Background: an optimization exercise with open tools, aiming at small area. Do not read the settings as production practice. In this exercise RTL edits were held to simulation tests only and were not proved equivalent to the original. Power figures rest on the tool's default switching activity, not on a simulated workload.

`flow/config.mk`:
```
export PLATFORM = sky130hd
export DESIGN_NAME = Processor
export DESIGN_NICKNAME = Processor
export VERILOG_FILES = /design/flow/design.v
export SDC_FILE = /design/flow/constraint.sdc
export NUM_CORES = 4
export LEC_CHECK = 0
export CAP_MARGIN = 20
export CORE_MARGIN = 2
export CORE_UTILIZATION = 40
export SLEW_MARGIN = 20
```
`flow/constraint.sdc`:
```
create_clock -name core_clock -period 5.0 [get_ports {CLK}]
set_input_delay 1.0000 -clock core_clock [delete_from_list [all_inputs] [get_ports {CLK}]]
set_output_delay 1.0000 -clock core_clock [all_outputs]
set_load 0.01 [all_outputs]
```
`flow/design.v`:
```
module register(rst, CLK, D, Q, en);
	input rst; 
	input CLK; 
	input en;  
	input [15:0] D; 
	output [15:0] Q;
	reg [15:0] Q;
	always @(posedge CLK or negedge rst)
		if (rst == 1'b0)
			Q <= 16'd0;
		else
			begin
				if (en)
					Q <= D;
				else	
					Q <= Q;
			end
endmodule
module ALU(rst, CLK, src1, src2, result, operation);
	input CLK, rst;  
	input [2:0] operation;
	input [15:0] src1, src2;
	output [15:0] result;
	reg [15:0] result;
	reg temp;
	always@(posedge CLK or negedge rst)  
	begin
		if (rst == 1'b0)
		begin
			result <= 16'd0;
			temp <= 1'b0;
		end
		else
		case (operation)
			3'b000:  
				begin
				result <= src1 & src2;
				end
			3'b001:  
				begin
				result <= src2 | src2;
				end
			3'b010:  
				begin
				result <= src1 + src2;
				end
			3'b110:  
				begin
				result <= src1 - src2;
				end
			3'b101:  
				begin
					temp <= temp;
				end
			default:  
				begin
				result <= 16'd1;
				end
			endcase
	end
endmodule
module pseudoMemory(rst, CLK, address, Mem_IN, Mem_OUT, wren);
	input rst, CLK;
	input wren;																								 
	input [15:0] address, Mem_IN;
	output [15:0] Mem_OUT;
	reg [15:0] Mem_OUT;
	reg [15:0] data0, data1, data2, data3, data4, data5;
	always@(posedge CLK, negedge rst)
	begin
		if (rst == 1'b0)
		begin
			data0 <= 16'd0;
			data1 <= 16'd0;
			data2 <= 16'd0;
			data3 <= 16'd0;
			data4 <= 16'd0;
			data5 <= 16'd0;
			Mem_OUT <= 16'd0;
		end
		else if (wren == 1'b0)
		begin
			case (address)
				16'd0: Mem_OUT <= 16'b0000000001001111; 		 
				16'd4: Mem_OUT <= 16'b0000000011001111;		 
				16'd8: Mem_OUT <= 16'b0000011110000000;		 
				16'd12: Mem_OUT <= 16'b0000110110000010; 		 
				16'd16: Mem_OUT <= 16'b0000000010001111; 		 
				16'd20: Mem_OUT <= 16'b0000000001001111; 		 
				16'd24: Mem_OUT <= 16'b0000000010001111;	    
				16'd28: Mem_OUT <= 16'b0000011111000000; 		 
				16'd32: Mem_OUT <= 16'b0000011111000000; 		 
				16'd36: Mem_OUT <= data0;					 		 
				16'd40: Mem_OUT <= data1;							 
				16'd44: Mem_OUT <= data2;							 
				16'd48: Mem_OUT <= data3;					 		 
				16'd52: Mem_OUT <= data4;					 		 
				16'd56: Mem_OUT <= data5;					 		 
				16'd60: Mem_OUT <= 16'b0000000000001000;	    
				16'd64: Mem_OUT <= 16'b0000000000001111; 		 
				default: Mem_OUT <= 16'b0000000000000000;		 
			endcase
		end
		else 
		begin
			case (address)												 
				16'd36: data0 <= Mem_IN;					 		 
				16'd40: data1 <= Mem_IN;							 
				16'd44: data2 <= Mem_IN;							 
				16'd48: data3 <= Mem_IN;					 		 
				16'd52: data4 <= Mem_IN;					 		 
				16'd56: data5 <= Mem_IN;					 		 
				default: Mem_OUT <= 16'b0000000000000000;		 
			endcase
			Mem_OUT <= 16'd0;
		end
	end
endmodule
module Processor(rst, CLK, regDisplay, proceed, LEDG, out);
	input rst, CLK;										 
	input [2:0] regDisplay;								 
	input [2:0] proceed;									 
	output [15:0] out;									 
	output [3:0] LEDG;									 
	reg [3:0] S, NS;
	reg [4:0] cycles;										 
	reg [15:0] PC_reg;
	wire [15:0] PC;
	reg RegDst;
	reg ALUSrc;
	reg MemtoReg;
	reg RegWrite;
	reg Branch;
	reg [1:0] dst;
	reg [15:0] out_reg;
	reg [3:0] LEDG;
	reg [3:0] OpCode;										 
	reg [1:0] rs, rt, rd;								 
	reg [1:0] shamt;										 
	reg [3:0] funct;										 
	reg [7:0] address;									 
	reg [15:0] in_reg;									 
	reg writeA_reg;										 
	reg writeB_reg;										 
	reg writeC_reg;										 
	wire [15:0] in;										 
	wire [15:0] outA;
	wire [15:0] outB;
	wire [15:0] outC;
	wire writeA;											 
	wire writeB;											 
	wire writeC;											 
	reg enIR_reg;											 
	reg enALU_reg;											 
	wire [15:0] instruction;
	wire enIR;												 
	wire [15:0] ALUOut;
	wire enALU;												 
	reg [15:0] src1_reg;
	reg [15:0] src2_reg;
	reg [2:0] operation_reg;
	wire [15:0] src1;
	wire [15:0] src2;
	wire [15:0] result; 
	wire [2:0] operation;
	reg [15:0] MAR_IN_reg;								 
	reg enMAR_reg	;										 
	reg [15:0] MDR_IN_reg;								 
	reg enMDR_reg;											 
	wire [15:0] MAR_IN;									 
	wire [15:0] MAR_OUT;									 
	wire enMAR;												 
	wire [15:0] MDR_IN;									 
	wire [15:0] MDR_OUT;									 
	wire enMDR;												 
	reg wren_reg;	
	wire wren;												
	parameter IF      	= 	  4'd0;
	parameter ID      	= 	  4'd1;
	parameter R_TYPE  	=    4'd2;
	parameter LOAD    	= 	  4'd3;
	parameter STORE   	= 	  4'd4;
	parameter BRANCH 	 	= 	  4'd5;
	parameter EX      	=	  4'd6;
	parameter MA      	=    4'd7;
	parameter WB     		=	  4'd8;
	parameter RST_CYCLES =    4'd9;
	parameter DANGER  	=    4'd10;
	always@(*)
	begin
		case (S)
			IF:																								 
			begin
				if (cycles == 5'd6 && proceed == 3'b000)
					NS = ID;
				else
					NS = IF;
			end
			ID:																								 
			begin
				if (cycles == 5'd8 && proceed == 3'b001)
				begin
					case (OpCode)
						4'd0: 	NS = R_TYPE;
						4'd8:    NS = LOAD;
						4'd12:   NS = STORE;
						4'd4: 	NS = BRANCH;
						default: NS = DANGER;
					endcase
				end
				else
				NS = ID;
			end
			R_TYPE:
			begin
				if (cycles == 5'd10 && proceed == 3'b010)											 
					NS = EX;
				else
					NS = R_TYPE;
			end
			LOAD:
			begin
				if (cycles == 5'd10 && proceed == 3'b010)											 
					NS = EX; 
				else
					NS = LOAD;
			end
			STORE:
			begin
				if (cycles == 5'd10 && proceed == 3'b010)											 
					NS = EX; 
				else
					NS = STORE;
			end
			BRANCH:
			begin
				if (cycles == 5'd10 && proceed == 3'b010)											 
					NS = EX;
				else
					NS = BRANCH;
			end
			EX:
			begin
				if (cycles == 5'd14 && proceed == 3'b011)											 
					NS = MA;
				else
					NS = EX;
			end
			MA:
			begin
				if (cycles == 5'd16 && proceed == 3'b100)											 
					NS = WB;
				else
					NS = MA;
			end
			WB:
			begin
				if (cycles == 5'd19 && proceed == 3'b101)											 
					NS = RST_CYCLES;
				else
					NS = WB;
			end
			RST_CYCLES:
			begin
				if (cycles == 5'd0 && proceed == 3'b110)											 
					NS = IF;
				else
					NS = RST_CYCLES;
			end
			DANGER:																							 
			begin
				NS = DANGER;
			end
			default: NS = DANGER;
		endcase
	end
	always@(posedge CLK or negedge rst)
	begin
		if (rst == 1'b0)
			S <= IF;
		else
			S <= NS;
	end
	always@(posedge CLK or negedge rst)
	begin
		if (rst == 1'b0)
		begin
			cycles <= 5'd0;
			PC_reg <= 16'd0;
			LEDG <= 4'b0000;
			enMAR_reg <= 1'b0;
			MAR_IN_reg <= 16'd0;
			enMDR_reg <= 1'b0;
			enIR_reg <= 1'b0;
			wren_reg <= 1'b0;
			OpCode <= 4'd0;
			rs <= 2'd0;
			rt <= 2'd0;
			rd <= 2'd0;
			shamt <= 2'd0;
			funct <= 4'd0;
			address <= 8'd0;
			src1_reg <= 16'd0;
			src2_reg <= 16'd0;
			RegDst <= 1'b0;
			ALUSrc <= 1'b0;
			MemtoReg <= 1'b0;
			RegWrite <= 1'b0;
			Branch <= 1'b0;
			operation_reg <= 3'd0;
			enALU_reg <= 1'b0;
			in_reg <= 16'd0;
			dst <= 2'd0;
			writeA_reg <= 1'b0;
			writeB_reg <= 1'b0;
			writeC_reg <= 1'b0;
			out_reg <= 16'd0;
		end
		else
		begin
			case (S)
				IF:
				begin
					LEDG <= 4'b0000;
					if (cycles < 5'd5)	
						begin
						enMAR_reg 			<= 1'b1; 													 
						MAR_IN_reg 			<= PC;														 
						enMDR_reg 			<= 1'b1;														 
						enIR_reg				<= 1'b1;														 
						wren_reg				<= 1'b0;
						cycles 				<= cycles + 5'd1;											 
						end
					else if (cycles < 5'd6)																	
						begin
						enMAR_reg 			<= 1'b0; 													 
						enMDR_reg		 	<= 1'b0;														 
						enIR_reg 			<= 1'b0;														 
						PC_reg 				<= PC + 16'd4;												 
						cycles 				<= cycles + 5'd1;											 
						end
					else 
							cycles <= cycles;																 
				end
				ID:
				begin					
					LEDG <= 4'b0001;
					enIR_reg <= 1'b0;																		 
					OpCode  <= instruction[15:12];
					rs 	  <= instruction[11:10];
					rt 	  <= instruction[9:8];
					rd 	  <= instruction[7:6];
					shamt   <= instruction[5:4];
					funct   <= instruction[3:0];
					address <= instruction[7:0];
					if (cycles < 5'd8)
						cycles <= cycles + 5'd1;														 
					else cycles <= cycles;
				end
				R_TYPE:
				begin
					LEDG <= 4'b1000;
					case (rs)
						2'b00:																				 
						begin
							src1_reg <= 16'd0;
						end
						2'b01:																				 
						begin	
							src1_reg <= outA;
						end
						2'b10:																				 
						begin	
							src1_reg <= outB;
						end
						2'b11:																				 
						begin
							src1_reg <= outC;
						end
					endcase
					case (rt)
						2'b00:																				 
						begin
							src2_reg <= 16'd0;
						end
						2'b01:																				 
						begin
							src2_reg <= outA;
						end
						2'b10:																				 
						begin
							src2_reg <= outB;
						end
						2'b11:																				 
						begin
							src2_reg <= outC;
						end
					endcase
					RegDst				<= 1'b1;
					ALUSrc				<= 1'b0;
					MemtoReg 			<= 1'b0;
					RegWrite 			<= 1'b1;
					wren_reg   			<= 1'b0;
					Branch				<= 1'b0;
					case (funct)
						4'b0000:
							begin
							operation_reg <= 3'b010; 													 
							end
						4'b0010:
							begin
							operation_reg <= 3'b110; 													 
							end
						4'b0100:
							begin
							operation_reg <= 3'b000; 													 
							end
						4'b0101:
							begin
							operation_reg <= 3'b001; 													 
							end
						4'b1010:
							begin
							operation_reg <= 3'b111; 													 
							end
						default:
							begin
							operation_reg <= 3'b011; 													 
							end
					endcase
					if (cycles < 5'd10)
						cycles <= cycles + 5'd1;						   							 
					else cycles <= cycles;
				end
				LOAD:
				begin
					LEDG <= 4'b1001;
					case (rs)
						2'b00:																				 
						begin
							src1_reg <= 16'd0;
						end
						2'b01:																				 
						begin
							src1_reg <= outA;
						end
						2'b10:																				 
						begin
							src1_reg <= outB;
						end
						2'b11:																				 
						begin
							src1_reg <= outC;
						end
					endcase
					RegDst		<= 1'b0;
					ALUSrc		<= 1'b1;
					MemtoReg 	<= 1'b1;
					RegWrite 	<= 1'b1;
					wren_reg		<= 1'b0;																	 
					Branch		<= 1'b0;
					operation_reg <= 3'b010;															 
					if (cycles < 5'd10)
						cycles <= cycles + 5'd1;														 
					else cycles <= cycles;
				end
				STORE:
				begin
					LEDG <= 4'b1010;
					case (rs)
						2'b00:																				 
						begin
							src1_reg <= 16'd0;
						end
						2'b01:																				 
						begin
							src1_reg <= outA;
						end
						2'b10:																				 
						begin
							src1_reg <= outB;
						end
						2'b11:																				 
						begin
							src1_reg <= outC;
						end
					endcase
					RegDst	<= 1'b0;
					ALUSrc	<= 1'b1;
					MemtoReg <= 1'b0;
					RegWrite <= 1'b0;
					wren_reg	<= 1'b1;																		 
					Branch	<= 1'b0;	
					operation_reg <= 3'b010;															 
					if (cycles < 5'd10)
						cycles <= cycles + 5'd1;														 
					else cycles <= cycles;
				end
				BRANCH:
				begin
					LEDG <= 4'b1100;
					RegDst	<= 1'b0;
					ALUSrc	<= 1'b0;
					MemtoReg <= 1'b0;
					RegWrite <= 1'b0;
					wren_reg	<= 1'b0;																		 
					Branch	<= 1'b1;
					operation_reg <= 3'b110;															 
					if (cycles < 5'd10)
						cycles <= cycles + 5'd1;														 
					else cycles <= cycles;
				end
				EX:
				begin
					LEDG <= 4'b0011;
					if (cycles == 5'd10 || cycles == 5'd11)
					begin				
							src2_reg <= src2_reg; 														 
					end
					else if (cycles == 5'd12 || cycles == 5'd13)
					begin
						enALU_reg <= 1'b1;																 
					end
					else 
					begin
						enALU_reg <= 1'b0;																 
					end
					if (cycles < 5'd14)
						cycles <= cycles + 5'd1;														 
					else cycles <= cycles;
				end
				MA:
				begin
					enALU_reg <= 1'b0;																	 
					LEDG <= 4'b0100;
					case (OpCode)
						4'd0:																					 
						begin
							if (cycles < 5'd16)
								cycles <= cycles + 5'd1; 												 
							else cycles <= cycles;
						end
						4'd8:    																			 
						begin
							cycles <= cycles;	
						end
						4'd12:   																			 
						begin
							cycles <= cycles;						
						end
						4'd4:																					 
							begin
							if (cycles <= 5'd16)
								cycles <= cycles + 5'd1;												 
							else cycles <= cycles;
							end
						default: 
							begin
							if (cycles < 5'd16)
								cycles <= cycles + 5'd1;												 
							else cycles <= cycles;
							end
					endcase	
				end
				WB:  
				begin
					LEDG <= 4'b0101;
					if(cycles == 5'd16)
					begin
						enALU_reg <= 1'b0;																 
					end
					else
					begin
					in_reg <= ALUOut;  
					dst <= RegDst ? rd : rt;
					case (dst)
					2'b00:																					 
						begin	
						writeA_reg <= 1'b0;
						writeB_reg <= 1'b0;
						writeC_reg <= 1'b0;
						end
					2'b01:																					 
						begin	
						writeA_reg <= RegWrite;
						writeB_reg <= 1'b0;
						writeC_reg <= 1'b0;
						end
					2'b10:																					 
						begin		
						writeA_reg <= 1'b0;
						writeB_reg <= RegWrite;
						writeC_reg <= 1'b0;
						end
					2'b11:																					 
						begin
						writeA_reg <= 1'b0;
						writeB_reg <= 1'b0;
						writeC_reg <= RegWrite;
						end
					endcase
				end
					if (cycles < 5'd19)
						cycles <= cycles + 5'd1;														 
					else cycles <= cycles;
				end
				RST_CYCLES:
				begin
					LEDG <= 4'b0110;					
					writeA_reg	  			<= 1'b0;
					writeB_reg	  			<= 1'b0;
					writeC_reg	  			<= 1'b0;
					enIR_reg 	  			<= 1'b0;
					enALU_reg     			<= 1'b0;
					enMAR_reg	   		<= 1'b0;
					enMDR_reg	   		<= 1'b0;
					in_reg					<= 1'b0;
					if (cycles < 5'd20)
						cycles <= cycles + 5'd1;
					else
						cycles <= 5'd0;																	 
				end
				DANGER: LEDG <= 4'b1111;
			endcase
			case (regDisplay)
			3'b000: out_reg <= instruction;
			3'b001: out_reg <= ALUOut;
			3'b010: out_reg <= outA;
			3'b011: out_reg <= outB;
			3'b100: out_reg <= outC;
			3'b101: out_reg <= writeA;
			3'b110: out_reg <= writeB;
			3'b111: out_reg <= writeC; 						
			endcase
		end
	end
	assign in = in_reg;
	assign src1 = src1_reg;
	assign src2 = src2_reg;
	assign PC = PC_reg;
	assign MAR_IN = MAR_IN_reg;
	assign writeA = writeA_reg;
	assign writeB = writeB_reg;
	assign writeC = writeC_reg;
	assign enIR = enIR_reg;
	assign enALU = enALU_reg;
	assign enMAR = enMAR_reg;
	assign enMDR = enMDR_reg;
	assign wren = wren_reg;
	assign operation = operation_reg;
	register inst_A(rst, CLK, in, outA, writeA);
	register inst_B(rst, CLK, in, outB, writeB);
	register inst_C(rst, CLK, in, outC, writeC);
	register inst_IR(rst, CLK, MDR_OUT, instruction, enIR);
	register inst_ALUOut(rst, CLK, result, ALUOut, enALU);
	register inst_MAR(rst, CLK, MAR_IN, MAR_OUT, enMAR); 					
	register isnt_MDR(rst, CLK, MDR_IN, MDR_OUT, enMDR);					 
	ALU inst_ALU(rst, CLK, src1, src2, result, operation);
	pseudoMemory inst_Mem(rst, CLK, MAR_OUT, MDR_OUT, MDR_IN, wren);
	assign out = out_reg;
endmodule
```
`flow/run.sh`:
```
#!/bin/bash
# synth_recipe.tcl (not shown) runs the flow's synth.tcl, then flattens the netlist and writes it again
# the make line also repeats each setting of config.mk as NAME=value (left out here)
make -C /OpenROAD-flow-scripts/flow DESIGN_CONFIG=/design/flow/config.mk WORK_HOME=/design/flow/orfs CLKGATE_MAP_FILE= SYNTH_SCRIPT=/design/flow/synth_recipe.tcl finish
```
==> metrics list <==
- Final #Nets: 1,571
* Critical register-to-register path startpoint: operation_reg[1]
- Synthesis inferred 371 register bits.
- Static leakage: 9.05 nW
* Setup_tns: 0 ps
* Number of global-route vias before repair: 12,400
- Count of flip-flops with a built-in enable after synthesis: 0
- End-of-flow core utilization: 45.4%
- After synthesis, the netlist uses 77 different library cells.
* Leading cell type in the layout, fill and taps excluded: sky130_fd_sc_hd__dfrtp_1
* Total Die Area: 0.0463 mm²
* Worst hold margin: 476 ps
* Number of input and output port buffers inserted: 27
- For this run, design rule violations remaining after detail routing come to 0.
- IO Pins: 28
- Latest clock arrival within the worst-skew pair: 540 ps
- Critical path required time: 5420 ps
* Setup violators final: 0
- After detailed routing, the average wire length per cell comes to 20.9 µm.
* Overall power after layout: 9.38 mW
- Power density over the cells: 468 mW/mm²
* PostCTS Resize Cnt: 0
* Run status: timing/DRC/antenna clean
- Slowest cell on crit path: sky130_fd_sc_hd__nor2b_1
- Die width: 215 µm
* Maximum buffer depth of the clock tree: 3
* Post-Synthesis Cells: 1,538
* Share of synthesized area occupied by flip-flops and latches: 52.1%
- Combined area of all synthesized cells: 0.0178 mm²
* Unrepaired setup endpoints after global routing: no
- The tree built by TritonCTS fans out to 371 sinks.
* Class of the most critical setup path: reg -> reg
- Synth area leader: sky130_fd_sc_hd__dfrtp_1
- The final max-slew violation count was 0.
- In the finished design, the share of the clock period the worst path needs comes to 75.1%.
- Entering global routing, the biggest net connects 115 pins.
- After clock tree synthesis, the setup repair step added 0 buffers.
- Tracing the worst setup path back leads to its startpoint at operation_reg[1].
* Worst r2r path cells: 11
* Initial core utilization: 40.4%
- Once placement finished, the instance area stood at 0.0187 mm².
- Antenna cell count: 0
- The total count of hold-check failures in the final report was 0.
- CP top delay family: simple AND/OR/NAND/NOR gates
* H-tree level count: 2
- Max-cap violations in this run came to 0.
- Clock tree synthesis inserted a total of 40 buffers.
- In this design, the stage delay of the slowest critical-path cell is 540 ps.
* Total vias in the final route: 12,400
- CTS root buffer: sky130_fd_sc_hd__clkbuf_16
* Net count after synthesis: 1,569
- Of the cells placed in the final design, the portion with a size suffix greater than 1 is 25.0%.
- The number of buffers and inverters on the critical path is 1.
- Buffers inserted to repair hold after CTS numbered 0.
- Among all flip-flop cells after synthesis, the most frequent one is sky130_fd_sc_hd__dfrtp_1.
* Hold Crit Class: reg -> reg
* Final worst clock skew: 11.2 ps
- Count of TritonRoute iterations in the first routing pass: 5
- TritonCTS clock tree: yes
- For this run, the number of Yosys warnings is 4.
- Row count: 77
- For this block, the routed nets add up to 45,200 µm of wire.
- The die is 215 µm tall.
- After routing the design area is 0.0200 mm².
- Total congestion overflow: 0
- Worst Tran Pin Value: 1050 ps
* Number of routed nets with antenna violations: 0
* Instance count along the most critical hold path: 1
- Largest cells by area after synthesis: sky130_fd_sc_hd__dfrtp_1 (52%), sky130_fd_sc_hd__mux2_2 (17%), sky130_fd_sc_hd__a21oi_1 (2.6%)
- Startpoint type of the worst setup path: register
- Max-Slew Margin vs Limit: 29.7%
- Traced cell by cell, the critical path runs through nor2b_1, nand2_1, o21ai_0, inv_1, ha_1, nor2b_1, o31a_1, o31a_1, a211o_1, nand4_1, or3b_1.
- Type of destination of the critical path: register
* Gpl congestion: 0.859
- Hold Crit Endpoint: isnt_MDR.Q[9]
* Peak clock frequency supported by timing: 266 MHz
- Origin of the worst min-delay path: inst_Mem.Mem_OUT[9]
- The top cell type by area accounts for 52.1% of the synthesized area.
* Time the final worst path needs with I/O delays and setup: 3750 ps
- The first routing iteration left 1,052 violations.
- Commonest cells after routing, fill and taps aside: sky130_fd_sc_hd__dfrtp_1 (370), sky130_fd_sc_hd__mux2_2 (264), sky130_fd_sc_hd__nand2_1 (100), sky130_fd_sc_hd__nor2_1 (92), sky130_fd_sc_hd__a21oi_1 (92)
* Number of antenna violations at the first check in global routing: 0
- Of all nets on the critical path, the largest fanout is 10.
* Post-DP HPWL: 29,500 µm
- Worst supply voltage drop on vdd: 0.283 mV
* Global-route wire length before repair: 72,800 µm
- Data arrival time at the worst-slack endpoint: 4170 ps
- Gr usage total: 19.8%
- Across all register-to-register paths, the minimum setup slack is 1250 ps.
* Destination of the worst register-to-register timing path: inst_ALU.result[15]
* Per-cell via count in the routed design: 5.74
- Clock-pin slew was measured on the worst setup and hold paths at 60 ps.
- The area growth from synthesis to layout is 12.5%.
- Averaged over all synthesized cells, the footprint is 11.6 µm².
* Core footprint: 0.0441 mm²
* Asr flop ratio synth: 100%
## logic make-up after synthesis
group	after synthesis	share of synthesized area [%]
AND/OR/NAND/NOR	331	9.41
adder cells (fa/ha/maj)	23	1.66
AO/OA/AOI/OAI	346	12.5
flip-flops	371	52.1
XOR/XNOR	35	1.72
buffers and inverters	130	3.01
multiplexers	302	19.6
## cell usage after synthesis, types with 4 or more instances
master / n
sky130_fd_sc_hd__a221oi_1: 4
sky130_fd_sc_hd__o21ai_0: 80
sky130_fd_sc_hd__and3_1: 5
sky130_fd_sc_hd__nor4_1: 5
sky130_fd_sc_hd__nand2b_1: 12
sky130_fd_sc_hd__a31oi_1: 14
sky130_fd_sc_hd__inv_1: 33
sky130_fd_sc_hd__ha_1: 22
sky130_fd_sc_hd__mux2i_1: 18
sky130_fd_sc_hd__o22ai_1: 16
sky130_fd_sc_hd__a222oi_1: 14
sky130_fd_sc_hd__o31a_1: 5
sky130_fd_sc_hd__nor2_1: 93
sky130_fd_sc_hd__buf_1: 11
sky130_fd_sc_hd__a22oi_1: 47
sky130_fd_sc_hd__mux2_2: 264
sky130_fd_sc_hd__o211ai_1: 5
sky130_fd_sc_hd__mux2_1: 10
sky130_fd_sc_hd__clkbuf_1: 67
sky130_fd_sc_hd__nand3_1: 28
sky130_fd_sc_hd__o31ai_1: 6
sky130_fd_sc_hd__buf_2: 12
sky130_fd_sc_hd__nand2_1: 100
sky130_fd_sc_hd__or3_1: 4
sky130_fd_sc_hd__xor2_1: 12
sky130_fd_sc_hd__o311ai_0: 4
sky130_fd_sc_hd__nor2b_1: 23
sky130_fd_sc_hd__a21oi_1: 93
sky130_fd_sc_hd__a22o_1: 6
sky130_fd_sc_hd__xnor2_1: 23
sky130_fd_sc_hd__mux4_2: 10
sky130_fd_sc_hd__o21a_1: 4
sky130_fd_sc_hd__a21o_1: 6
sky130_fd_sc_hd__nand4_1: 17
sky130_fd_sc_hd__dfrtp_1: 371
sky130_fd_sc_hd__a32oi_1: 14
sky130_fd_sc_hd__a211oi_1: 8
sky130_fd_sc_hd__nor3_1: 9
## metal layers
metal  vias to the layer above  track usage [%]  wire [µm]
met4                         0             5.93       1070
li1                       5640                -          -
met2                       316             30.5      20600
met1                      6390             29.1      21200
met3                        67             2.86       2370
met5                         -                0          0
## metrics by stage
stage | instances | worst slack, ps
after floorplan | 1538 | 1880
final | 2161 | 1250
after global placement | 2089 | 1390
after global routing | 2161 | 840
after CTS | 2160 | 1260
after detailed placement | 2089 | 1260
## layout make-up
type,instances,area (µm²)
Clock inverter,8,105
Sequential cell,371,9290
Multi-Input combinational cell,1037,8020
Clock buffer,63,1230
Tap cell,592,741
Inverter,34,128
Fill cell,4118,24100
Timing Repair Buffer,56,537
## power breakdown
| group | switching, mW | internal (mW) | total [mW] |
|---|---|---|---|
| clock | 1.21 | 1.79 | 3.00 |
| sequential | 0.393 | 3.28 | 3.67 |
| combinational | 1.54 | 1.17 | 2.71 |
| total | 3.14 | 6.24 | 9.38 |
## worst reg2reg max path, delay by kind of cell (launching register included)
kind | cells | cell delay, ps
and+or+nand+nor | 5 | 1470
AOI/OAI and AO/OA | 4 | 1310
DFF | 1 | 490
buffers and inverters | 1 | 90
adders and majority gates | 1 | 280
## worst max path at each step
stage / slack [ps] / to / depth (start not counted)
2_1_floorplan: 1880 / inst_ALU.result[15] / 12
3_3_place_gp: 1390 / inst_ALU.result[12] / 13
3_5_place_dp: 1260 / inst_ALU.result[15] / 11
4_1_cts: 1260 / inst_ALU.result[15] / 11
5_1_grt: 840 / inst_ALU.result[12] / 10
6_report: 1250 / inst_ALU.result[15] / 11

## static timing again, ports no longer ideal
The results above use ideal ports. As a check the final layout listed here was re-extracted and re-timed, cells and wires unchanged.
Step 1 sets driving cells, clkbuf_16 on the clock port and buf_2 on the other inputs (assumed; they add their load-dependent delay and slew).
Step 2 adds t to the input delays and takes it off the output delays; t is the mean of the earliest and latest rising clock arrival at the registers after step 1. Input paths then give back, and output paths get back, about the clock's delay inside the block.
a / b / c = ideal ports / drivers / drivers and shift; a / b = the first two.
t, ns: 0.588
setup slack, ns: 1.246 / 1.246 / 1.246
worst hold slack (ns): 0.476 / 0.476 / 0.476
worst setup path at the end: register to register
worst slew at a driven data input, ns: 0.05
After both steps this run still meets setup and hold. The setup slack of this run moves by 0.000 ns with the drivers and by 0.000 ns with both steps.
